Source: an optimization exercise on an open RTL-to-GDS flow (aim: small area). Production flows keep margins and buffers that such runs may drop. The RTL was checked by simulation tests, not by an equivalence proof against the original design. Power figures rest on the tool's default switching activity, not on a simulated workload.

==> design/flow/config.mk <==
export PLATFORM = sky130hd
export DESIGN_NAME = snn_wrapper
export DESIGN_NICKNAME = snn_wrapper
export VERILOG_FILES = /design/flow/design.v
export SDC_FILE = /design/flow/constraint.sdc
export NUM_CORES = 4
export LEC_CHECK = 0
export ABC_AREA = 1
export CAP_MARGIN = 20
export CORE_MARGIN = 2
export CORE_UTILIZATION = 40
export GPL_TIMING_DRIVEN = 0
export PLACE_DENSITY = 0.6
export SETUP_SLACK_MARGIN = 0.3
export SLEW_MARGIN = 20
export SYNTH_MEMORY_MAX_BITS = 16384
==> design/flow/constraint.sdc <==
create_clock -name core_clock -period 10.0 [get_ports {clk}]
set_input_delay 2.0000 -clock core_clock [delete_from_list [all_inputs] [get_ports {clk}]]
set_output_delay 2.0000 -clock core_clock [all_outputs]
set_load 0.01 [all_outputs]
==> design/flow/design.v <==
module snn_csa_o(
    input  [30:0] b,
    input  [4:0] c,
    output [5:0] s
);
    wire w1 = b[0] ^ b[1] ^ b[2];
    wire w2 = (b[0] & (b[1] | b[2])) | (b[1] & b[2]);
    wire w3 = b[3] ^ b[4] ^ b[5];
    wire w4 = (b[3] & (b[4] | b[5])) | (b[4] & b[5]);
    wire w5 = b[6] ^ b[7] ^ b[8];
    wire w6 = (b[6] & (b[7] | b[8])) | (b[7] & b[8]);
    wire w7 = b[9] ^ b[10] ^ b[11];
    wire w8 = (b[9] & (b[10] | b[11])) | (b[10] & b[11]);
    wire w9 = b[12] ^ b[13] ^ b[14];
    wire w10 = (b[12] & (b[13] | b[14])) | (b[13] & b[14]);
    wire w11 = b[15] ^ b[16] ^ b[17];
    wire w12 = (b[15] & (b[16] | b[17])) | (b[16] & b[17]);
    wire w13 = b[18] ^ b[19] ^ b[20];
    wire w14 = (b[18] & (b[19] | b[20])) | (b[19] & b[20]);
    wire w15 = b[21] ^ b[22] ^ b[23];
    wire w16 = (b[21] & (b[22] | b[23])) | (b[22] & b[23]);
    wire w17 = b[24] ^ b[25] ^ b[26];
    wire w18 = (b[24] & (b[25] | b[26])) | (b[25] & b[26]);
    wire w19 = b[27] ^ b[28] ^ b[29];
    wire w20 = (b[27] & (b[28] | b[29])) | (b[28] & b[29]);
    wire w21 = b[30] ^ c[0] ^ w1;
    wire w22 = (b[30] & (c[0] | w1)) | (c[0] & w1);
    wire w23 = w3 ^ w5 ^ w7;
    wire w24 = (w3 & (w5 | w7)) | (w5 & w7);
    wire w25 = w9 ^ w11 ^ w13;
    wire w26 = (w9 & (w11 | w13)) | (w11 & w13);
    wire w27 = w15 ^ w17 ^ w19;
    wire w28 = (w15 & (w17 | w19)) | (w17 & w19);
    wire w29 = w21 ^ w23 ^ w25;
    wire w30 = (w21 & (w23 | w25)) | (w23 & w25);
    wire w31 = w27 ^ w29;
    wire w32 = w27 & w29;
    assign s[0] = w31;
    wire w33 = c[1] ^ w2 ^ w4;
    wire w34 = (c[1] & (w2 | w4)) | (w2 & w4);
    wire w35 = w6 ^ w8 ^ w10;
    wire w36 = (w6 & (w8 | w10)) | (w8 & w10);
    wire w37 = w12 ^ w14 ^ w16;
    wire w38 = (w12 & (w14 | w16)) | (w14 & w16);
    wire w39 = w18 ^ w20 ^ w22;
    wire w40 = (w18 & (w20 | w22)) | (w20 & w22);
    wire w41 = w24 ^ w26 ^ w28;
    wire w42 = (w24 & (w26 | w28)) | (w26 & w28);
    wire w43 = w30 ^ w32 ^ w33;
    wire w44 = (w30 & (w32 | w33)) | (w32 & w33);
    wire w45 = w35 ^ w37 ^ w39;
    wire w46 = (w35 & (w37 | w39)) | (w37 & w39);
    wire w47 = w41 ^ w43 ^ w45;
    wire w48 = (w41 & (w43 | w45)) | (w43 & w45);
    assign s[1] = w47;
    wire w49 = c[2] ^ w34 ^ w36;
    wire w50 = (c[2] & (w34 | w36)) | (w34 & w36);
    wire w51 = w38 ^ w40 ^ w42;
    wire w52 = (w38 & (w40 | w42)) | (w40 & w42);
    wire w53 = w44 ^ w46 ^ w48;
    wire w54 = (w44 & (w46 | w48)) | (w46 & w48);
    wire w55 = w49 ^ w51 ^ w53;
    wire w56 = (w49 & (w51 | w53)) | (w51 & w53);
    assign s[2] = w55;
    wire w57 = c[3] ^ w50 ^ w52;
    wire w58 = (c[3] & (w50 | w52)) | (w50 & w52);
    wire w59 = w54 ^ w56 ^ w57;
    wire w60 = (w54 & (w56 | w57)) | (w56 & w57);
    assign s[3] = w59;
    wire w61 = c[4] ^ w58 ^ w60;
    wire w62 = (c[4] & (w58 | w60)) | (w58 & w60);
    assign s[4] = w61;
    assign s[5] = w62;
endmodule
module snn_ring #(
    parameter N    = 30,   
    parameter W    = 15,   
    parameter JB   = 5,
    parameter IB   = 4,
    parameter ANY  = 0,    
    parameter ARM0 = 0     
) (
    input               clk,
    input               rst,
    input               fresh,
    input               start,      
    input               wbit,       
    output reg [JB-1:0] j,
    output reg [IB-1:0] i,
    output              u,          
    output              ud,         
    output              p,          
    output reg          rd,
    output reg          wr,
    output              done,       
    output              wdone       
);
    localparam L = N * W;
    reg [L-5:0] F;         
    reg [3:0]   dl;        
    reg         armed;
    reg [1:0]   wc;        
    wire bnd  = (i == W - 1);
    wire last = ANY ? (wc == N - 1) : (j == N - 1);
    assign u  = (fresh && rd) ? (i == 12) : F[0];
    assign ud = dl[3];
    generate
        if (W == 15) begin : g15
            assign p = !fresh && !F[11] && F[10];               
        end else begin : g16
            assign p = !fresh && !F[12] && (F[11] || F[10]);    
        end
    endgenerate
    assign done  = rd && bnd && last;
    assign wdone = wr && !rd && (i == 3);
    always @(posedge clk) begin
        F  <= {wr ? wbit : ud, F[L-5:1]};
        dl <= {dl[2:0], u};
        if (rst) begin
            i     <= 0;
            j     <= 0;
            rd    <= 1'b0;
            wr    <= 1'b0;
            armed <= ARM0;
            wc    <= 2'd0;
        end else begin
            i <= bnd ? {IB{1'b0}} : i + 1'b1;
            if (bnd) j <= (j == N - 1) ? {JB{1'b0}} : j + 1'b1;
            if (i == 3) wr <= rd;
            if (start) armed <= 1'b1;
            if (bnd) begin
                if (ANY) begin
                    if (rd) begin
                        wc <= wc + 1'b1;
                        if (last) rd <= 1'b0;
                    end else if (armed) begin
                        rd    <= 1'b1;
                        armed <= 1'b0;
                        wc    <= 2'd0;
                    end
                end else if (j == N - 1) begin
                    rd <= armed;
                    if (armed) armed <= 1'b0;
                end
            end
        end
    end
endmodule
module snn_rom_h(
    input [4:0] j,
    input [3:0] i,
    output reg [8:0] d
);
    always @* begin
        case ({j, i})
        9'd0: d = 9'h083;
        9'd1: d = 9'h1ce;
        9'd2: d = 9'h021;
        9'd3: d = 9'h109;
        9'd4: d = 9'h0ea;
        9'd5: d = 9'h10c;
        9'd6: d = 9'h0ea;
        9'd7: d = 9'h0c2;
        9'd8: d = 9'h07b;
        9'd9: d = 9'h1c5;
        9'd10: d = 9'h09f;
        9'd11: d = 9'h160;
        9'd12: d = 9'h0d5;
        9'd13: d = 9'h015;
        9'd14: d = 9'h015;
        9'd15: d = 9'h015;
        9'd16: d = 9'h176;
        9'd17: d = 9'h0c9;
        9'd18: d = 9'h01a;
        9'd19: d = 9'h1eb;
        9'd20: d = 9'h0b3;
        9'd21: d = 9'h068;
        9'd22: d = 9'h0a4;
        9'd23: d = 9'h1b9;
        9'd24: d = 9'h0b7;
        9'd25: d = 9'h01e;
        9'd26: d = 9'h03e;
        9'd27: d = 9'h0fd;
        9'd28: d = 9'h1dc;
        9'd29: d = 9'h05d;
        9'd30: d = 9'h05c;
        9'd31: d = 9'h05c;
        9'd32: d = 9'h0c4;
        9'd33: d = 9'h1d9;
        9'd34: d = 9'h0db;
        9'd35: d = 9'h120;
        9'd36: d = 9'h012;
        9'd37: d = 9'h1e1;
        9'd38: d = 9'h174;
        9'd39: d = 9'h1fd;
        9'd40: d = 9'h194;
        9'd41: d = 9'h03d;
        9'd42: d = 9'h1e6;
        9'd43: d = 9'h0e6;
        9'd44: d = 9'h192;
        9'd45: d = 9'h082;
        9'd46: d = 9'h082;
        9'd47: d = 9'h082;
        9'd48: d = 9'h14e;
        9'd49: d = 9'h06d;
        9'd50: d = 9'h091;
        9'd51: d = 9'h044;
        9'd52: d = 9'h1c4;
        9'd53: d = 9'h0b2;
        9'd54: d = 9'h090;
        9'd55: d = 9'h187;
        9'd56: d = 9'h1fe;
        9'd57: d = 9'h14e;
        9'd58: d = 9'h1b5;
        9'd59: d = 9'h1df;
        9'd60: d = 9'h0c0;
        9'd61: d = 9'h0d1;
        9'd62: d = 9'h0c1;
        9'd63: d = 9'h0c1;
        9'd64: d = 9'h123;
        9'd65: d = 9'h154;
        9'd66: d = 9'h17f;
        9'd67: d = 9'h17b;
        9'd68: d = 9'h187;
        9'd69: d = 9'h125;
        9'd70: d = 9'h02d;
        9'd71: d = 9'h15b;
        9'd72: d = 9'h065;
        9'd73: d = 9'h175;
        9'd74: d = 9'h05c;
        9'd75: d = 9'h005;
        9'd76: d = 9'h16f;
        9'd77: d = 9'h036;
        9'd78: d = 9'h026;
        9'd79: d = 9'h026;
        9'd80: d = 9'h1b7;
        9'd81: d = 9'h0be;
        9'd82: d = 9'h1c1;
        9'd83: d = 9'h1b9;
        9'd84: d = 9'h092;
        9'd85: d = 9'h1c8;
        9'd86: d = 9'h1c2;
        9'd87: d = 9'h02d;
        9'd88: d = 9'h07a;
        9'd89: d = 9'h1f2;
        9'd90: d = 9'h12d;
        9'd91: d = 9'h0ef;
        9'd92: d = 9'h063;
        9'd93: d = 9'h016;
        9'd94: d = 9'h006;
        9'd95: d = 9'h006;
        9'd96: d = 9'h1a0;
        9'd97: d = 9'h1d5;
        9'd98: d = 9'h166;
        9'd99: d = 9'h141;
        9'd100: d = 9'h148;
        9'd101: d = 9'h0bf;
        9'd102: d = 9'h1fe;
        9'd103: d = 9'h17a;
        9'd104: d = 9'h13e;
        9'd105: d = 9'h1e1;
        9'd106: d = 9'h1ca;
        9'd107: d = 9'h0cf;
        9'd108: d = 9'h00e;
        9'd109: d = 9'h07a;
        9'd110: d = 9'h00a;
        9'd111: d = 9'h00a;
        9'd112: d = 9'h12b;
        9'd113: d = 9'h125;
        9'd114: d = 9'h1e4;
        9'd115: d = 9'h1f8;
        9'd116: d = 9'h052;
        9'd117: d = 9'h04d;
        9'd118: d = 9'h179;
        9'd119: d = 9'h173;
        9'd120: d = 9'h14a;
        9'd121: d = 9'h152;
        9'd122: d = 9'h159;
        9'd123: d = 9'h142;
        9'd124: d = 9'h0bb;
        9'd125: d = 9'h0c1;
        9'd126: d = 9'h0c1;
        9'd127: d = 9'h0c1;
        9'd128: d = 9'h026;
        9'd129: d = 9'h0dc;
        9'd130: d = 9'h153;
        9'd131: d = 9'h00a;
        9'd132: d = 9'h159;
        9'd133: d = 9'h009;
        9'd134: d = 9'h09d;
        9'd135: d = 9'h13e;
        9'd136: d = 9'h043;
        9'd137: d = 9'h13a;
        9'd138: d = 9'h0f7;
        9'd139: d = 9'h1ed;
        9'd140: d = 9'h05b;
        9'd141: d = 9'h0c6;
        9'd142: d = 9'h042;
        9'd143: d = 9'h042;
        9'd144: d = 9'h0ab;
        9'd145: d = 9'h191;
        9'd146: d = 9'h04f;
        9'd147: d = 9'h17a;
        9'd148: d = 9'h18c;
        9'd149: d = 9'h1aa;
        9'd150: d = 9'h1c3;
        9'd151: d = 9'h11d;
        9'd152: d = 9'h0ff;
        9'd153: d = 9'h15b;
        9'd154: d = 9'h16f;
        9'd155: d = 9'h09d;
        9'd156: d = 9'h03d;
        9'd157: d = 9'h0da;
        9'd158: d = 9'h018;
        9'd159: d = 9'h018;
        9'd160: d = 9'h1cb;
        9'd161: d = 9'h034;
        9'd162: d = 9'h16a;
        9'd163: d = 9'h0cd;
        9'd164: d = 9'h0b9;
        9'd165: d = 9'h00d;
        9'd166: d = 9'h17d;
        9'd167: d = 9'h1e9;
        9'd168: d = 9'h060;
        9'd169: d = 9'h048;
        9'd170: d = 9'h138;
        9'd171: d = 9'h19d;
        9'd172: d = 9'h04f;
        9'd173: d = 9'h081;
        9'd174: d = 9'h001;
        9'd175: d = 9'h001;
        9'd176: d = 9'h026;
        9'd177: d = 9'h088;
        9'd178: d = 9'h19f;
        9'd179: d = 9'h1a8;
        9'd180: d = 9'h180;
        9'd181: d = 9'h172;
        9'd182: d = 9'h17c;
        9'd183: d = 9'h068;
        9'd184: d = 9'h12a;
        9'd185: d = 9'h065;
        9'd186: d = 9'h0a6;
        9'd187: d = 9'h06c;
        9'd188: d = 9'h141;
        9'd189: d = 9'h047;
        9'd190: d = 9'h041;
        9'd191: d = 9'h041;
        9'd192: d = 9'h18b;
        9'd193: d = 9'h0f8;
        9'd194: d = 9'h0a0;
        9'd195: d = 9'h199;
        9'd196: d = 9'h1e0;
        9'd197: d = 9'h1b9;
        9'd198: d = 9'h110;
        9'd199: d = 9'h141;
        9'd200: d = 9'h033;
        9'd201: d = 9'h1ab;
        9'd202: d = 9'h0bc;
        9'd203: d = 9'h155;
        9'd204: d = 9'h041;
        9'd205: d = 9'h029;
        9'd206: d = 9'h001;
        9'd207: d = 9'h001;
        9'd208: d = 9'h050;
        9'd209: d = 9'h0a4;
        9'd210: d = 9'h103;
        9'd211: d = 9'h181;
        9'd212: d = 9'h06a;
        9'd213: d = 9'h062;
        9'd214: d = 9'h1e6;
        9'd215: d = 9'h187;
        9'd216: d = 9'h077;
        9'd217: d = 9'h1b5;
        9'd218: d = 9'h14b;
        9'd219: d = 9'h1d0;
        9'd220: d = 9'h036;
        9'd221: d = 9'h030;
        9'd222: d = 9'h030;
        9'd223: d = 9'h030;
        9'd224: d = 9'h099;
        9'd225: d = 9'h14c;
        9'd226: d = 9'h072;
        9'd227: d = 9'h0f5;
        9'd228: d = 9'h134;
        9'd229: d = 9'h1fa;
        9'd230: d = 9'h188;
        9'd231: d = 9'h047;
        9'd232: d = 9'h156;
        9'd233: d = 9'h1bc;
        9'd234: d = 9'h15f;
        9'd235: d = 9'h1e5;
        9'd236: d = 9'h0b9;
        9'd237: d = 9'h08e;
        9'd238: d = 9'h08c;
        9'd239: d = 9'h08c;
        9'd240: d = 9'h0e7;
        9'd241: d = 9'h0bd;
        9'd242: d = 9'h0eb;
        9'd243: d = 9'h059;
        9'd244: d = 9'h1b8;
        9'd245: d = 9'h16f;
        9'd246: d = 9'h162;
        9'd247: d = 9'h08a;
        9'd248: d = 9'h0ad;
        9'd249: d = 9'h132;
        9'd250: d = 9'h06e;
        9'd251: d = 9'h17d;
        9'd252: d = 9'h141;
        9'd253: d = 9'h0ef;
        9'd254: d = 9'h061;
        9'd255: d = 9'h061;
        9'd256: d = 9'h1fc;
        9'd257: d = 9'h082;
        9'd258: d = 9'h0fa;
        9'd259: d = 9'h176;
        9'd260: d = 9'h1f8;
        9'd261: d = 9'h1c5;
        9'd262: d = 9'h0d0;
        9'd263: d = 9'h146;
        9'd264: d = 9'h013;
        9'd265: d = 9'h152;
        9'd266: d = 9'h112;
        9'd267: d = 9'h072;
        9'd268: d = 9'h092;
        9'd269: d = 9'h075;
        9'd270: d = 9'h010;
        9'd271: d = 9'h010;
        9'd272: d = 9'h1f3;
        9'd273: d = 9'h02e;
        9'd274: d = 9'h1c5;
        9'd275: d = 9'h042;
        9'd276: d = 9'h0e6;
        9'd277: d = 9'h016;
        9'd278: d = 9'h199;
        9'd279: d = 9'h077;
        9'd280: d = 9'h0ba;
        9'd281: d = 9'h1b9;
        9'd282: d = 9'h0e2;
        9'd283: d = 9'h1f8;
        9'd284: d = 9'h0a7;
        9'd285: d = 9'h0f7;
        9'd286: d = 9'h0e7;
        9'd287: d = 9'h0e7;
        9'd288: d = 9'h1a9;
        9'd289: d = 9'h07a;
        9'd290: d = 9'h1d6;
        9'd291: d = 9'h075;
        9'd292: d = 9'h1da;
        9'd293: d = 9'h0e2;
        9'd294: d = 9'h054;
        9'd295: d = 9'h1d6;
        9'd296: d = 9'h0b2;
        9'd297: d = 9'h09e;
        9'd298: d = 9'h044;
        9'd299: d = 9'h1a0;
        9'd300: d = 9'h0e1;
        9'd301: d = 9'h0ab;
        9'd302: d = 9'h0a1;
        9'd303: d = 9'h0a1;
        9'd304: d = 9'h020;
        9'd305: d = 9'h0c5;
        9'd306: d = 9'h0af;
        9'd307: d = 9'h082;
        9'd308: d = 9'h18e;
        9'd309: d = 9'h184;
        9'd310: d = 9'h09d;
        9'd311: d = 9'h1ed;
        9'd312: d = 9'h081;
        9'd313: d = 9'h1f4;
        9'd314: d = 9'h0bd;
        9'd315: d = 9'h1b1;
        9'd316: d = 9'h06a;
        9'd317: d = 9'h013;
        9'd318: d = 9'h002;
        9'd319: d = 9'h002;
        9'd320: d = 9'h05d;
        9'd321: d = 9'h1d2;
        9'd322: d = 9'h16f;
        9'd323: d = 9'h05e;
        9'd324: d = 9'h102;
        9'd325: d = 9'h0ec;
        9'd326: d = 9'h112;
        9'd327: d = 9'h03e;
        9'd328: d = 9'h0f9;
        9'd329: d = 9'h0a6;
        9'd330: d = 9'h1f7;
        9'd331: d = 9'h1e8;
        9'd332: d = 9'h133;
        9'd333: d = 9'h011;
        9'd334: d = 9'h011;
        9'd335: d = 9'h011;
        9'd336: d = 9'h1c7;
        9'd337: d = 9'h1f8;
        9'd338: d = 9'h079;
        9'd339: d = 9'h17e;
        9'd340: d = 9'h039;
        9'd341: d = 9'h038;
        9'd342: d = 9'h057;
        9'd343: d = 9'h10e;
        9'd344: d = 9'h0bf;
        9'd345: d = 9'h1c6;
        9'd346: d = 9'h10d;
        9'd347: d = 9'h0ba;
        9'd348: d = 9'h070;
        9'd349: d = 9'h058;
        9'd350: d = 9'h058;
        9'd351: d = 9'h058;
        9'd352: d = 9'h09c;
        9'd353: d = 9'h02c;
        9'd354: d = 9'h069;
        9'd355: d = 9'h022;
        9'd356: d = 9'h1d5;
        9'd357: d = 9'h179;
        9'd358: d = 9'h0f4;
        9'd359: d = 9'h1ff;
        9'd360: d = 9'h0f8;
        9'd361: d = 9'h194;
        9'd362: d = 9'h045;
        9'd363: d = 9'h14e;
        9'd364: d = 9'h08e;
        9'd365: d = 9'h0e4;
        9'd366: d = 9'h0c4;
        9'd367: d = 9'h0c4;
        9'd368: d = 9'h00c;
        9'd369: d = 9'h1ce;
        9'd370: d = 9'h1a0;
        9'd371: d = 9'h024;
        9'd372: d = 9'h1fc;
        9'd373: d = 9'h025;
        9'd374: d = 9'h041;
        9'd375: d = 9'h02b;
        9'd376: d = 9'h147;
        9'd377: d = 9'h0b9;
        9'd378: d = 9'h15d;
        9'd379: d = 9'h15b;
        9'd380: d = 9'h020;
        9'd381: d = 9'h0ed;
        9'd382: d = 9'h061;
        9'd383: d = 9'h061;
        9'd384: d = 9'h1c6;
        9'd385: d = 9'h190;
        9'd386: d = 9'h179;
        9'd387: d = 9'h0c2;
        9'd388: d = 9'h03c;
        9'd389: d = 9'h14b;
        9'd390: d = 9'h076;
        9'd391: d = 9'h0a5;
        9'd392: d = 9'h1f5;
        9'd393: d = 9'h16c;
        9'd394: d = 9'h0a6;
        9'd395: d = 9'h19d;
        9'd396: d = 9'h0fe;
        9'd397: d = 9'h0a4;
        9'd398: d = 9'h0a4;
        9'd399: d = 9'h0a4;
        9'd400: d = 9'h0fe;
        9'd401: d = 9'h048;
        9'd402: d = 9'h09d;
        9'd403: d = 9'h0cd;
        9'd404: d = 9'h0ab;
        9'd405: d = 9'h098;
        9'd406: d = 9'h1e1;
        9'd407: d = 9'h10c;
        9'd408: d = 9'h16f;
        9'd409: d = 9'h049;
        9'd410: d = 9'h195;
        9'd411: d = 9'h08d;
        9'd412: d = 9'h1f9;
        9'd413: d = 9'h010;
        9'd414: d = 9'h010;
        9'd415: d = 9'h010;
        9'd416: d = 9'h186;
        9'd417: d = 9'h1c1;
        9'd418: d = 9'h07a;
        9'd419: d = 9'h0c2;
        9'd420: d = 9'h088;
        9'd421: d = 9'h059;
        9'd422: d = 9'h0b7;
        9'd423: d = 9'h02c;
        9'd424: d = 9'h035;
        9'd425: d = 9'h129;
        9'd426: d = 9'h07d;
        9'd427: d = 9'h19c;
        9'd428: d = 9'h122;
        9'd429: d = 9'h07d;
        9'd430: d = 9'h030;
        9'd431: d = 9'h030;
        9'd432: d = 9'h059;
        9'd433: d = 9'h0c1;
        9'd434: d = 9'h07f;
        9'd435: d = 9'h0c6;
        9'd436: d = 9'h14b;
        9'd437: d = 9'h1c4;
        9'd438: d = 9'h12f;
        9'd439: d = 9'h107;
        9'd440: d = 9'h0ed;
        9'd441: d = 9'h082;
        9'd442: d = 9'h096;
        9'd443: d = 9'h13d;
        9'd444: d = 9'h173;
        9'd445: d = 9'h07c;
        9'd446: d = 9'h074;
        9'd447: d = 9'h074;
        9'd448: d = 9'h1e9;
        9'd449: d = 9'h033;
        9'd450: d = 9'h010;
        9'd451: d = 9'h0a0;
        9'd452: d = 9'h0cc;
        9'd453: d = 9'h0ab;
        9'd454: d = 9'h041;
        9'd455: d = 9'h014;
        9'd456: d = 9'h130;
        9'd457: d = 9'h1fa;
        9'd458: d = 9'h018;
        9'd459: d = 9'h104;
        9'd460: d = 9'h09f;
        9'd461: d = 9'h0a5;
        9'd462: d = 9'h085;
        9'd463: d = 9'h085;
        9'd464: d = 9'h1cc;
        9'd465: d = 9'h0cb;
        9'd466: d = 9'h1f3;
        9'd467: d = 9'h14a;
        9'd468: d = 9'h008;
        9'd469: d = 9'h0eb;
        9'd470: d = 9'h1a0;
        9'd471: d = 9'h01b;
        9'd472: d = 9'h128;
        9'd473: d = 9'h0b3;
        9'd474: d = 9'h0cc;
        9'd475: d = 9'h1eb;
        9'd476: d = 9'h053;
        9'd477: d = 9'h0a5;
        9'd478: d = 9'h001;
        9'd479: d = 9'h001;
        9'd480: d = 9'h099;
        9'd481: d = 9'h14c;
        9'd482: d = 9'h072;
        9'd483: d = 9'h0f5;
        9'd484: d = 9'h134;
        9'd485: d = 9'h1fa;
        9'd486: d = 9'h188;
        9'd487: d = 9'h047;
        9'd488: d = 9'h156;
        9'd489: d = 9'h1bc;
        9'd490: d = 9'h15f;
        9'd491: d = 9'h1e5;
        9'd492: d = 9'h0b9;
        9'd493: d = 9'h08e;
        9'd494: d = 9'h08c;
        9'd495: d = 9'h08c;
        9'd496: d = 9'h0e7;
        9'd497: d = 9'h0bd;
        9'd498: d = 9'h0eb;
        9'd499: d = 9'h059;
        9'd500: d = 9'h1b8;
        9'd501: d = 9'h16f;
        9'd502: d = 9'h162;
        9'd503: d = 9'h08a;
        9'd504: d = 9'h0ad;
        9'd505: d = 9'h132;
        9'd506: d = 9'h06e;
        9'd507: d = 9'h17d;
        9'd508: d = 9'h141;
        9'd509: d = 9'h0ef;
        9'd510: d = 9'h061;
        9'd511: d = 9'h061;
        default: d = 9'h0;
        endcase
    end
endmodule
module snn_rom_o(
    input [1:0] j,
    input [3:0] i,
    output reg [30:0] d
);
    always @* begin
        case ({j, i})
        6'd0: d = 31'h712cf436;
        6'd1: d = 31'h64815345;
        6'd2: d = 31'h775e2a3c;
        6'd3: d = 31'h23fee131;
        6'd4: d = 31'h7f3d39a8;
        6'd5: d = 31'h72eca1f2;
        6'd6: d = 31'h69f5ceaf;
        6'd7: d = 31'h30f0714d;
        6'd8: d = 31'h266bd760;
        6'd9: d = 31'h1e232b85;
        6'd10: d = 31'h4dbf4cbc;
        6'd11: d = 31'h2235466f;
        6'd12: d = 31'h6540afa6;
        6'd13: d = 31'h3f1b3ee7;
        6'd14: d = 31'h270a0e26;
        6'd15: d = 31'h270a0e26;
        6'd16: d = 31'h4a06ddb9;
        6'd17: d = 31'h19a9134b;
        6'd18: d = 31'h6d050c82;
        6'd19: d = 31'h0295f85c;
        6'd20: d = 31'h65eb5086;
        6'd21: d = 31'h38391be6;
        6'd22: d = 31'h0347ff27;
        6'd23: d = 31'h01bfaeae;
        6'd24: d = 31'h63f73225;
        6'd25: d = 31'h4319c43b;
        6'd26: d = 31'h3bfb7b0c;
        6'd27: d = 31'h699dcd99;
        6'd28: d = 31'h39f8e3b6;
        6'd29: d = 31'h32f2bebf;
        6'd30: d = 31'h30b28693;
        6'd31: d = 31'h30b28693;
        6'd32: d = 31'h3a92d76a;
        6'd33: d = 31'h36a232e9;
        6'd34: d = 31'h033915b1;
        6'd35: d = 31'h1e5fa1c4;
        6'd36: d = 31'h39cc4669;
        6'd37: d = 31'h451d91bf;
        6'd38: d = 31'h3fe10746;
        6'd39: d = 31'h38a93f7b;
        6'd40: d = 31'h6cd5fecc;
        6'd41: d = 31'h28caa655;
        6'd42: d = 31'h274e4493;
        6'd43: d = 31'h3f641ddb;
        6'd44: d = 31'h4991f20d;
        6'd45: d = 31'h29b9eb83;
        6'd46: d = 31'h0901e303;
        6'd47: d = 31'h0901e303;
        6'd48: d = 31'h60b2d603;
        6'd49: d = 31'h5014217e;
        6'd50: d = 31'h7b523628;
        6'd51: d = 31'h4a54149a;
        6'd52: d = 31'h75065ec6;
        6'd53: d = 31'h5801603e;
        6'd54: d = 31'h290b7d41;
        6'd55: d = 31'h530a49f7;
        6'd56: d = 31'h0b68e533;
        6'd57: d = 31'h69766e31;
        6'd58: d = 31'h3daeab4e;
        6'd59: d = 31'h555a0c73;
        6'd60: d = 31'h3e85eb04;
        6'd61: d = 31'h37ffdb9d;
        6'd62: d = 31'h169e4804;
        6'd63: d = 31'h169e4804;
        default: d = 31'h0;
        endcase
    end
endmodule
`timescale 1ns / 1ps
module snn_wrapper(
        input clk,
        input rst,
        input [7:0] i_input_neurons,
        output [3:0] o_output_spike,
        output [29:0] o_hidden_spike
    );
    reg [9:0] tcnt;
    reg       tick_d;
    wire      tick = (tcnt == 10'h3ac);
    always @(posedge clk) begin
        if (rst || tick)
            tcnt <= 10'h001;
        else
            tcnt <= {tcnt[8:0], tcnt[9] ^ tcnt[6]};
        if (rst)
            tick_d <= 1'b0;
        else
            tick_d <= tick;
    end
    reg  [7:0]  in_s;      
    reg  [29:0] hs;        
    reg  [3:0]  os;        
    reg         fresh;     
    always @(posedge clk)
        if (tick) in_s <= i_input_neurons;
    assign o_hidden_spike = hs & {30{tick_d}};
    assign o_output_spike = os & {4{tick_d}};
    wire        wbit;
    wire [1:0]  oj;
    wire [3:0]  oi;
    wire        ou, oud, op, ord, owr, owdone;
    snn_ring #(.N(4), .W(16), .JB(2), .IB(4), .ANY(1), .ARM0(1)) u_oring (
        .clk(clk), .rst(rst), .fresh(fresh), .start(tick_d), .wbit(wbit),
        .j(oj), .i(oi), .u(ou), .ud(oud), .p(op), .rd(ord), .wr(owr),
        .done(), .wdone(owdone)
    );
    wire [4:0]  hj;
    wire [3:0]  hi;
    wire        hu, hud, hp, hrd, hwr, hdone;
    snn_ring #(.N(30), .W(15), .JB(5), .IB(4), .ANY(0), .ARM0(0)) u_hring (
        .clk(clk), .rst(rst), .fresh(fresh), .start(owdone), .wbit(wbit),
        .j(hj), .i(hi), .u(hu), .ud(hud), .p(hp), .rd(hrd), .wr(hwr),
        .done(hdone), .wdone()
    );
    wire        om   = ord || owr;           
    wire [3:0]  i    = om ? oi : hi;
    wire        u    = om ? ou : hu;
    wire        ud   = om ? oud : hud;
    wire        bnd  = om ? (oi == 4'd15) : (hi == 4'd14);
    wire        zi   = om ? (oi == 4'd0) : (hi == 4'd1);    
    wire [30:0] orom;
    wire [8:0]  hrom;
    snn_rom_o u_rom_o (.j(oj), .i(oi), .d(orom));
    snn_rom_h u_rom_h (.j(hj), .i(hi), .d(hrom));
    wire [29:0] og = hs & orom[29:0] & {30{om && !fresh}};
    wire [7:0]  hg = in_s & hrom[7:0] & {8{!om && !fresh}};
    wire [30:0] cb = {om ? orom[30] : hrom[8], og[29:8], og[7:0] | hg};
    reg  [4:0]  creg;      
    reg         breg;      
    reg         yreg;      
    reg  [2:0]  dh;        
    reg         preg;      
    wire [4:0]  cin = (i == 4'd0) ? 5'd0 : creg;
    wire [5:0]  sum;                     
    snn_csa_o u_sum (.b(cb), .c(cin), .s(sum));
    wire        xb  = sum[0];
    wire [1:0]  ds  = xb + !u + ((i == 4'd0) ? 1'b1 : breg);
    wire [2:0]  dht = creg[2:0] + u - 1'b1 + ds[1] - xb;
    wire        dd  = (i == 4'd0) ? dh[0] ^ creg[0] :
                      (i < 4'd4) ? dh[(i[1:0] == 2'd3) ? 2'd2 : i[1:0]] : ds[0];
    wire [1:0]  ys  = ud + dd + ((i == 4'd4) ? 1'b0 : yreg);
    assign wbit = preg ? zi : ys[0];
    always @(posedge clk) begin
        creg <= sum[5:1];
        breg <= ds[1];
        yreg <= ys[1];
        if (bnd) dh <= dht;
        else if (i == 4'd0) dh <= dh - creg[2:0];
        if (i == 4'd3) preg <= om ? op : hp;
        if (ord && oi == 4'd3) os[oj] <= op;
        if (hrd && hi == 4'd3) hs <= {hp, hs[29:1]};    
        if (rst)
            fresh <= 1'b1;
        else if (hdone)
            fresh <= 1'b0;
    end
endmodule
==> design/flow/flow/run.sh <==
#!/bin/bash
# Standard synthesis (standard.sh synth), unchanged; then its combinational
# logic re-mapped for area by flow/reabc.tcl (registers kept instance for
# instance); then the standard layout (standard.sh finish) of that netlist,
# with buf_1 port buffers and a clock tree without dummy loads.
# Each tool's output goes to a log file of its own in this folder.
set -euo pipefail
R=orfs/results/$FLOW_PLATFORM/snn_wrapper/base
bash standard.sh synth > flow_synth.log 2>&1
cp $R/1_2_yosys.v flow_std_synth.v
KEEP="sky130_fd_sc_hd__df* sky130_fd_sc_hd__edf* sky130_fd_sc_hd__sdf* sky130_fd_sc_hd__sedf* sky130_fd_sc_hd__dl*"
YOSYS=$(command -v yosys || echo "$FLOW_HOME/../tools/install/yosys/bin/yosys")
LIB=$FLOW_HOME/platforms/$FLOW_PLATFORM/lib/sky130_fd_sc_hd__tt_025C_1v80.lib \
NETLIST=$R/1_2_yosys.v TOP=$FLOW_TOP KEEP_CELLS="$KEEP" ABC_SCRIPT=flow/area.abc \
ADDER_MAP=$FLOW_HOME/platforms/$FLOW_PLATFORM/cells_adders_hd.v \
  "$YOSYS" -c flow/reabc.tcl > flow_reabc.log 2>&1
rm -f $R/1_synth.odb $R/1_synth.sdc
bash standard.sh \
  "BUFFER_PORTS_ARGS=-buffer_cell sky130_fd_sc_hd__buf_1" \
  "CTS_ARGS=-sink_clustering_enable -repair_clock_nets -dont_use_dummy_load -buf_list sky130_fd_sc_hd__clkbuf_4 -sink_clustering_size 12 -sink_clustering_max_diameter 40" \
  finish > flow_make.log 2>&1
==> design/flow/flow/area.abc <==
&get -n
&st
&dch -f
&nf -R 1000 -p -F 8 -A 4 -C 32
&put
==> design/flow/flow/reabc.tcl <==
# Re-map the combinational logic of the standard synthesis netlist for
# area.  Flip-flops (KEEP_CELLS) are kept as they are, instance for
# instance, so the registers keep the standard synthesis's names and cell
# types.  The rest is flattened to gates, its full adders are extracted
# again onto the platform's adder cells (ADDER_MAP), and ABC maps the
# remaining logic with an area-oriented script (ABC_SCRIPT).
set lib $::env(LIB)
set net $::env(NETLIST)
yosys read_liberty -ignore_miss_func $lib
yosys setattr -mod -set blackbox 1 {*}$::env(KEEP_CELLS)
yosys read_verilog $net
yosys hierarchy -top $::env(TOP)
yosys flatten
yosys opt_clean
yosys techmap
yosys opt -fast
yosys extract_fa -fa
yosys techmap -map $::env(ADDER_MAP)
yosys opt -fast
yosys setattr -mod -set blackbox 1 sky130_fd_sc_hd__fa_1
yosys abc -liberty $lib -dont_use sky130_fd_sc_hd__lpflow_* -dont_use sky130_fd_sc_hd__probe* -script $::env(ABC_SCRIPT)
yosys opt_clean -purge
yosys hilomap -singleton -hicell sky130_fd_sc_hd__conb_1 HI -locell sky130_fd_sc_hd__conb_1 LO
yosys splitnets
yosys opt_clean -purge
yosys stat -liberty $lib
yosys write_verilog -noattr -noexpr -nohex -nodec $net
==> design/flow/standard.sh <==
#!/bin/bash
# synth_recipe.tcl (not shown) runs the flow's synth.tcl, then flattens the netlist and writes it again
# the make line also repeats each setting of config.mk as NAME=value (left out here)
make -C /OpenROAD-flow-scripts/flow DESIGN_CONFIG=/design/flow/config.mk WORK_HOME=/design/flow/orfs CLKGATE_MAP_FILE= SYNTH_SCRIPT=/design/flow/synth_recipe.tcl "${@:-finish}"
==> run_results.csv, run 1 <==
group,metric,value,unit
outcome,status,"complete, no violations",
detailed_routing,drtIter0Drc,2523,
min_path,hp-class,"reg2reg",
critical_path,arrival,9.94,ns
detailed_routing,wl_met1,31600,µm
global_routing,grt_pass1_vias,15410,
flow_run,drv_cap,0,
clock_network,cts_buffers,69,
placement,port_buffers,43,
critical_path,crit_fanout,23,
clock_network,htreeDepth,3,
pwr,worst_ir_drop_vdd,0.1414,mV
critical_path,cp-start-kind,"flip-flop",
placement,dp_hpwl,48760,µm
critical_path,reg2regPathDepth,25,
pwr,power_frac_comb,0.099,
cells_and_area,syn2layout_area_growth,9.624,%
logic_synthesis,synthesis.nets,1929,
cells_and_area,fin_nets,2058,
clock_network,clock_path_buffers,3,
detailed_routing,routed-via-count,16240,
pwr,seqPwrFrac,0.643,
cells_and_area,fin_area,21910,µm²
placement,dpl_cell_area,21360,µm²
detailed_routing,wl_met2,28470,µm
pwr,finalPower,0.003812,W
global_routing,grt_pass1_wl,105900,µm
detailed_routing,antenna_left,0,
sta,tns,0,ns
placement,place_congestion,1.019,
pwr,p_leak,7.717,nW
sta,hold_viol_final,0,
detailed_routing,post-route-drc-count,0,
die,ios,44,
die,fp.dieH,227.5,µm
logic_synthesis,ys_warn_count,5,
die,core_area,49150,µm²
critical_path,critPathCaptureType,"flip-flop",
sta,slew-limit-headroom,0.1466,
detailed_routing,drtPass1Iterations,6,
critical_path,worstReg2RegStart,"u_hring.i[2]$_SDFF_PP0_",
sta,fin_crit,9.447,ns
global_routing,grt_overflow_total,0,
cells_and_area,layout-drive-gt1-share,0.06119,
sta,finalSetupViolCount,0,
die,rows,81,
die,start_util,0.4065,
sta,tightest_slew,1.275,ns
sta,skew,0.1165,ns
clock_network,clk_latency,0.80,ns
global_routing,antenna_found_initial,6,
pwr,intPower,0.002853,W
detailed_routing,via_per_inst,6.072,
critical_path,required,10.49,ns
sta,slew_viol_final,0,
clock_network,post_cts_buffers,0,
critical_path,ff2ff_setup_slack,0.55,ns
detailed_routing,dr_wl_met3,8325,µm
global_routing,grt_start_max_net_pins,73,
pwr,switching_power,0.0009588,W
logic_synthesis,syn_area,19980,µm²
pwr,netSwitchingFraction,0.2515,
sta,post-route-period-util,0.9447,
critical_path,setup.worst_path.start,"u_hring.i[2]$_SDFF_PP0_",
die,die_area,51760,µm²
global_routing,track_usage,0.2834,
critical_path,worstSetupPathType,"reg2reg",
pwr,p_clk_frac,0.259,
logic_synthesis,synth_cells,1883,
clock_network,cts_sinks,602,
detailed_routing,routed.top_layer,"met5",
clock_network,cts_tree,"built",
clock_network,cts-root-buf,"clkbuf_4",
logic_synthesis,syn_avg_cell_area,10.61,µm²
critical_path,rr_endpoint,"dh[2]$_DFFE_PP_",
die,die-width,227.5,µm
detailed_routing,totalWireLength,72440,µm
clock_network,clkSlewWorstSetupHoldPaths,0.11,ns
critical_path,cp-endpoint,"dh[2]$_DFFE_PP_",
pwr,p_per_area,174.0,nW/µm²
detailed_routing,post_drt_wl_per_cell,27.08,µm
cells_and_area,final.fill_count,4762,
sta,hold_slack,0.2261,ns
sta,rsz0062_at_grt,"false",
sta,timing.fmax,105.9,MHz
[worst min-delay path by stage]
| stage | end | cells past startpoint | slack [ns] | start |
|---|---|---|---|---|
| 4_1_cts | u_hring.F[28]$_DFF_P_ | 0 | 0.21 | u_hring.F[29]$_DFF_P_ |
| 5_1_grt | u_hring.F[30]$_DFF_P_ | 0 | 0.19 | u_hring.F[31]$_DFF_P_ |
| 3_3_place_gp | u_hring.dl[2]$_DFF_P_ | 0 | 0.31 | u_hring.dl[1]$_DFF_P_ |
| 6_report | u_oring.F[56]$_DFF_P_ | 0 | 0.23 | u_oring.F[57]$_DFF_P_ |
| 2_1_floorplan | u_hring.F[0]$_DFF_P_ | 0 | 0.31 | u_hring.F[1]$_DFF_P_ |
| 3_5_place_dp | u_hring.F[105]$_DFF_P_ | 0 | 0.31 | u_hring.F[106]$_DFF_P_ |
[sequential cells by signal (all words and copies together), names as in the netlist, 2 cells and up]
| signal | cells |
|---|---|
| u_oring.j | 2 |
| dh | 3 |
| hs | 30 |
| tcnt | 10 |
| in_s | 8 |
| u_oring.F | 60 |
| u_hring.j | 5 |
| u_hring.i | 4 |
| u_hring.dl | 4 |
| os | 4 |
| u_oring.wc | 2 |
| u_oring.dl | 4 |
| u_hring.F | 446 |
| u_oring.i | 4 |
| creg | 5 |
[worst max-delay path, cell delays in order, from the launching register on]
cell and delay, ns:
dfxtp_2 0.65, buf_16 0.24, or2_0 0.80, and2_0 0.92, nand2_1 0.50, nand2_1 0.47
nor2_1 0.10, o311ai_0 0.43, o21ai_0 0.28, o22ai_1 0.27, o21bai_1 0.11, a41oi_1 0.26
fa_1 0.47, clkinv_1 0.12, fa_1 0.43, fa_1 0.54, xor2_1 0.43, clkinv_1 0.18
fa_1 0.46, fa_1 0.48, and2_0 0.21, fa_1 0.44, xnor2_1 0.14, xnor2_1 0.13
nor2_1 0.08, a21oi_1 0.05
[stage by stage]
step	setup WS [ns]	instances	util
after CTS	0.4527	2673	0.4451
after floorplan	0.8384	1883	-
after global routing	0.3342	2675	0.4457
final	0.5529	2675	0.4457
after global placement	-3.639	2590	0.4267
after detailed placement	0.09364	2604	0.4345
[area by class of cell]
| class | instances | area [µm²] | share of cell area |
|---|---|---|---|
| timing repair buffer | 58 | 455.4 | 0.02079 |
| sequential | 602 | 12540 | 0.5726 |
| clock buffer | 69 | 518.0 | 0.02365 |
| inverter | 35 | 132.6 | 0.006054 |
| antenna | 1 | 2.502 | 0.0001142 |
| tap | 664 | 830.8 | 0.03793 |
| multi-input combinational | 1246 | 7423 | 0.3389 |
[repair_timing]
action / CTS / global route
setup endpoints to repair: 4 / 5
endpoints found under the hold margin: 0 / 0
hold buffers: 0 / 0
gates resized for setup: 1 / 3
[cell usage in the layout (no fill, tap or decap), types with 7 or more instances in the layout]
| master | instances |
|---|---|
| o22ai_1 | 24 |
| nor2_1 | 189 |
| nor3_1 | 56 |
| o21ai_0 | 142 |
| o211ai_1 | 16 |
| nand4_1 | 11 |
| dfxtp_2 | 7 |
| a21oi_1 | 155 |
| a31oi_1 | 31 |
| a221oi_1 | 14 |
| nand2_1 | 169 |
| nor3b_1 | 7 |
| nand3_1 | 51 |
| nor4_1 | 11 |
| o311ai_0 | 12 |
| nor2_2 | 8 |
| a311oi_1 | 25 |
| clkinv_1 | 34 |
| fa_1 | 36 |
| nor2b_1 | 21 |
| o32ai_1 | 21 |
| buf_1 | 42 |
| o221ai_1 | 13 |
| or2_0 | 9 |
| and2_0 | 58 |
| dfxtp_1 | 543 |
| edfxtp_1 | 46 |
| o31ai_1 | 17 |
| o2111ai_1 | 10 |
| nand2b_1 | 21 |
| clkbuf_4 | 69 |
| a211oi_1 | 25 |
[power groups by stage]
stage | combinational, W | sequential [W] | clock, W
finish | 0.000376 | 0.00245 | 0.000986
detailed placement | 0.000352 | 0.00250 | 0
floorplan | 0.000195 | 0.00250 | 0
global placement | 0.000347 | 0.00252 | 0
CTS | 0.000354 | 0.00245 | 0.00106
global route | 0.000388 | 0.00245 | 0.00114
[metal layers]
| metal | vias up | global-route usage |
|---|---|---|
| met5 | - | 0 |
| li1 | 7126 | - |
| met1 | 7817 | 0.4081 |
| met2 | 1053 | 0.3779 |
| met3 | 243 | 0.08789 |
| met4 | 4 | 0.1451 |
==> inputs of run 2 (changes only) <==
--- a/design/flow/design.v
+++ b/design/flow/design.v
@@ -753,7 +753,7 @@
         output [29:0] o_hidden_spike
     );
     reg [9:0] tcnt;
-    reg       tick_d;
+    reg       tick_dn;     
     wire      tick = (tcnt == 10'h3ac);
     always @(posedge clk) begin
         if (rst || tick)
@@ -761,24 +761,24 @@
         else
             tcnt <= {tcnt[8:0], tcnt[9] ^ tcnt[6]};
         if (rst)
-            tick_d <= 1'b0;
+            tick_dn <= 1'b1;
         else
-            tick_d <= tick;
+            tick_dn <= !tick;
     end
     reg  [7:0]  in_s;      
-    reg  [29:0] hs;        
-    reg  [3:0]  os;        
+    reg  [29:0] hsn;       
+    reg  [3:0]  osn;       
     reg         fresh;     
     always @(posedge clk)
         if (tick) in_s <= i_input_neurons;
-    assign o_hidden_spike = hs & {30{tick_d}};
-    assign o_output_spike = os & {4{tick_d}};
+    assign o_hidden_spike = ~(hsn | {30{tick_dn}});
+    assign o_output_spike = ~(osn | {4{tick_dn}});
     wire        wbit;
     wire [1:0]  oj;
     wire [3:0]  oi;
     wire        ou, oud, op, ord, owr, owdone;
     snn_ring #(.N(4), .W(16), .JB(2), .IB(4), .ANY(1), .ARM0(1)) u_oring (
-        .clk(clk), .rst(rst), .fresh(fresh), .start(tick_d), .wbit(wbit),
+        .clk(clk), .rst(rst), .fresh(fresh), .start(!tick_dn), .wbit(wbit),
         .j(oj), .i(oi), .u(ou), .ud(oud), .p(op), .rd(ord), .wr(owr),
         .done(), .wdone(owdone)
     );
@@ -800,7 +800,7 @@
     wire [8:0]  hrom;
     snn_rom_o u_rom_o (.j(oj), .i(oi), .d(orom));
     snn_rom_h u_rom_h (.j(hj), .i(hi), .d(hrom));
-    wire [29:0] og = hs & orom[29:0] & {30{om && !fresh}};
+    wire [29:0] og = ~hsn & orom[29:0] & {30{om && !fresh}};
     wire [7:0]  hg = in_s & hrom[7:0] & {8{!om && !fresh}};
     wire [30:0] cb = {om ? orom[30] : hrom[8], og[29:8], og[7:0] | hg};
     reg  [4:0]  creg;      
@@ -825,8 +825,8 @@
         if (bnd) dh <= dht;
         else if (i == 4'd0) dh <= dh - creg[2:0];
         if (i == 4'd3) preg <= om ? op : hp;
-        if (ord && oi == 4'd3) os[oj] <= op;
-        if (hrd && hi == 4'd3) hs <= {hp, hs[29:1]};    
+        if (ord && oi == 4'd3) osn[oj] <= !op;
+        if (hrd && hi == 4'd3) hsn <= {!hp, hsn[29:1]};    
         if (rst)
             fresh <= 1'b1;
         else if (hdone)
==> run_results.csv, run 2 <==
group,metric,value,unit
placement,place_congestion,0.9964,
placement,place_ws,0.3372,ns
detailed_routing,via_per_inst,6.080,
global_routing,grt_pass1_vias,15700,
detailed_routing,totalWireLength,74080,µm
die,core_area,48950,µm²
logic_synthesis,synthesis.nets,1913,
flow_run,drv_cap,0,
sta,fin_crit,9.626,ns
die,ios,44,
global_routing,grt_overflow_total,0,
critical_path,crit_fanout,26,
cells_and_area,top_regs,"u_hring.F: 446 flops, u_oring.F: 60 flops, hsn: 30 flops",
sta,skew,0.08551,ns
clock_network,cts_sinks,602,
clock_network,cts_buffers,70,
clock_network,cts_resized,0,
pwr,p_leak,7.654,nW
global_routing,track_usage,0.2911,
global_routing,grt_start_max_net_pins,67,
cells_and_area,fin_cells,2662,
sta,hold_viol_final,0,
logic_synthesis,ys_warn_count,5,
die,fp.dieH,226.7,µm
sta,slew-limit-headroom,0.1635,
clock_network,cts_tree,"built",
sta,tightest_slew,1.255,ns
clock_network,clk_latency,0.75,ns
cells_and_area,final_cell_mix,"542 x dfxtp_1, 227 x nor2_1, 164 x nand2_1, 152 x o21ai_0, 151 x a21oi_1",
clock_network,cts_hold_buf,0,
cells_and_area,top_register,"u_hring.F",
cells_and_area,final_common_cell,"dfxtp_1",
sta,slew_viol_final,0,
sta,post-route-period-util,0.9626,
die,rows,81,
pwr,p_per_area,173.5,nW/µm²
cells_and_area,fin_nets,2042,
sta,finalSetupViolCount,0,
detailed_routing,drtPass1Iterations,8,
clock_network,htreeDepth,3,
sta,setup_slack,0.3738,ns
logic_synthesis,syn_avg_cell_area,10.63,µm²
logic_synthesis,synth_cells,1867,
min_path,hp-class,"reg2reg",
detailed_routing,antenna_left,0,
logic_synthesis,syn_area,19840,µm²
clock_network,cts-root-buf,"clkbuf_4",
clock_network,post_cts_buffers,0,
detailed_routing,routed-via-count,16190,
critical_path,arrival,10.10,ns
detailed_routing,post_drt_wl_per_cell,27.83,µm
cells_and_area,layout-drive-gt1-share,0.06570,
cells_and_area,largest_reg_flops,446,
detailed_routing,drtIter0Drc,2280,
pwr,worst_ir_drop_vdd,0.1538,mV
clock_network,clock_path_buffers,3,
sta,rsz0062_at_grt,"false",
placement,dp_hpwl,50460,µm
placement,placedCellCount,2588,
die,start_util,0.4053,
outcome,status,"complete, no violations",
detailed_routing,post-route-drc-count,0,
critical_path,critPathCaptureType,"flip-flop",
sta,timing.fmax,103.9,MHz
critical_path,cp-start-kind,"flip-flop",
global_routing,grt_pass1_wl,108200,µm
die,die-width,226.7,µm
global_routing,antenna_found_initial,4,
critical_path,required,10.48,ns
cells_and_area,syn2layout_area_growth,9.517,%
placement,port_buffers,43,
clock_network,clkSlewWorstSetupHoldPaths,0.10,ns
die,die_area,51390,µm²
critical_path,worstSetupPathType,"reg2reg",
run 2: cell types whose count changed in the layout (fill, tap and decap cells not counted), moves of 6 or more:
| cell | change |
|---|---|
| nand3_1 | -23 |
| nand4_1 | -8 |
| or2_0 | -6 |
| a211oi_1 | +12 |
| nor2b_1 | -7 |
| o21ai_0 | +10 |
| nor2_1 | +38 |
| a311oi_1 | -12 |
| and2_0 | -46 |
run 2: critical path, stage by stage (launching register included):
cell	delay, ns
dfxtp_2	0.77
nand2b_1	0.67
nor2_2	0.84
nor2_2	0.33
a21oi_1	0.83
a32oi_1	0.21
o21ai_0	0.36
a21oi_1	0.12
a221oi_1	0.27
nor2_1	0.07
a21oi_1	0.43
a32o_1	0.27
fa_1	0.44
fa_1	0.54
fa_1	0.57
xor2_1	0.41
clkinv_1	0.17
fa_1	0.45
fa_1	0.46
and2_0	0.22
fa_1	0.44
xor2_1	0.17
nand2_1	0.07
o21ai_0	0.11
xnor2_1	0.15
run 2: worst paths after layout:
kind	slack (ns)	end	cells past startpoint	startpoint
setup / recovery	0.37	dh[2]$_DFFE_PP_	24	u_hring.i[0]$_SDFF_PP0_
hold / removal	0.26	u_hring.F[327]$_DFF_P_	0	u_hring.F[328]$_DFF_P_
setup reg to reg	0.37	dh[2]$_DFFE_PP_	24	u_hring.i[0]$_SDFF_PP0_
hold reg to reg	0.26	u_hring.F[327]$_DFF_P_	0	u_hring.F[328]$_DFF_P_
run 2: per-layer routing:
| layer | track usage | part of all wire | wire, µm | up-vias |
|---|---|---|---|---|
| li1 | - | - | - | 7085 |
| met5 | 0 | 0.00018 | 13 | - |
| met2 | 0.3940 | 0.40 | 29370 | 1018 |
| met1 | 0.4192 | 0.44 | 32550 | 7819 |
| met4 | 0.1598 | 0.056 | 4171 | 2 |
| met3 | 0.07503 | 0.11 | 7969 | 262 |
run 2: area by class of cell:
class / instances / area [µm²]
clock buffers: 70 / 525.5
diodes: 4 / 10.01
well taps: 664 / 830.8
inverters: 42 / 163.9
flip-flops and latches: 602 / 12550
repair buffers: 57 / 386.6
multi-input cells: 1223 / 7262
fillers: 4697 / 27220
run 2: per-stage QoR:
| step | setup TNS, ns | util | hold WS [ns] | instance area, µm² | total power, W |
|---|---|---|---|---|---|
| 6_report | 0 | 0.4438 | 0.2590 | 21730 | 0.003769 |
| 5_1_grt | 0 | 0.4437 | 0.2609 | 21720 | 0.003922 |
| 4_1_cts | 0 | 0.4432 | 0.2437 | 21690 | 0.003803 |
| 3_5_place_dp | 0 | 0.4325 | 0.3121 | 21170 | 0.002810 |
| 3_3_place_gp | -38.93 | 0.4255 | 0.3123 | 20830 | 0.002816 |
| 2_1_floorplan | 0 | - | 0.3096 | 19840 | 0.002667 |
run 2: where the power goes:
part           total (W)  internal (W)  switching [W]
clock           0.000991      0.000323       0.000668
combinational   0.000323     0.0000853       0.000238
sequential       0.00245       0.00243      0.0000207
total            0.00377       0.00284       0.000927

what the ideal ports hide:
The results above use ideal ports. As a check the final layouts listed here were re-extracted and re-timed, cells and wires unchanged.
Step 1, drivers: a clkbuf_16 drives clk and a buf_2 each remaining input, both assumed.
Step 2 also shifts input and output timing later by t, the mid clock arrival at the registers, as if the neighbouring blocks saw the same clock.
a / b / c = ideal / step 1 / step 2; a / b = the first two.
| run | t, ns | setup WS [ns] | hold slack, ns | slew at the worst register clock pin (ns) |
|---|---|---|---|---|
| run 1 | 0.760 | 0.553 / 0.553 / 0.553 | 0.226 / 0.226 / 0.226 | 0.12 / 0.12 |
| run 2 | 0.777 | 0.374 / 0.374 / 0.374 | 0.259 / 0.259 / 0.259 | 0.12 / 0.12 |
After both steps setup and hold are still met in every run listed.
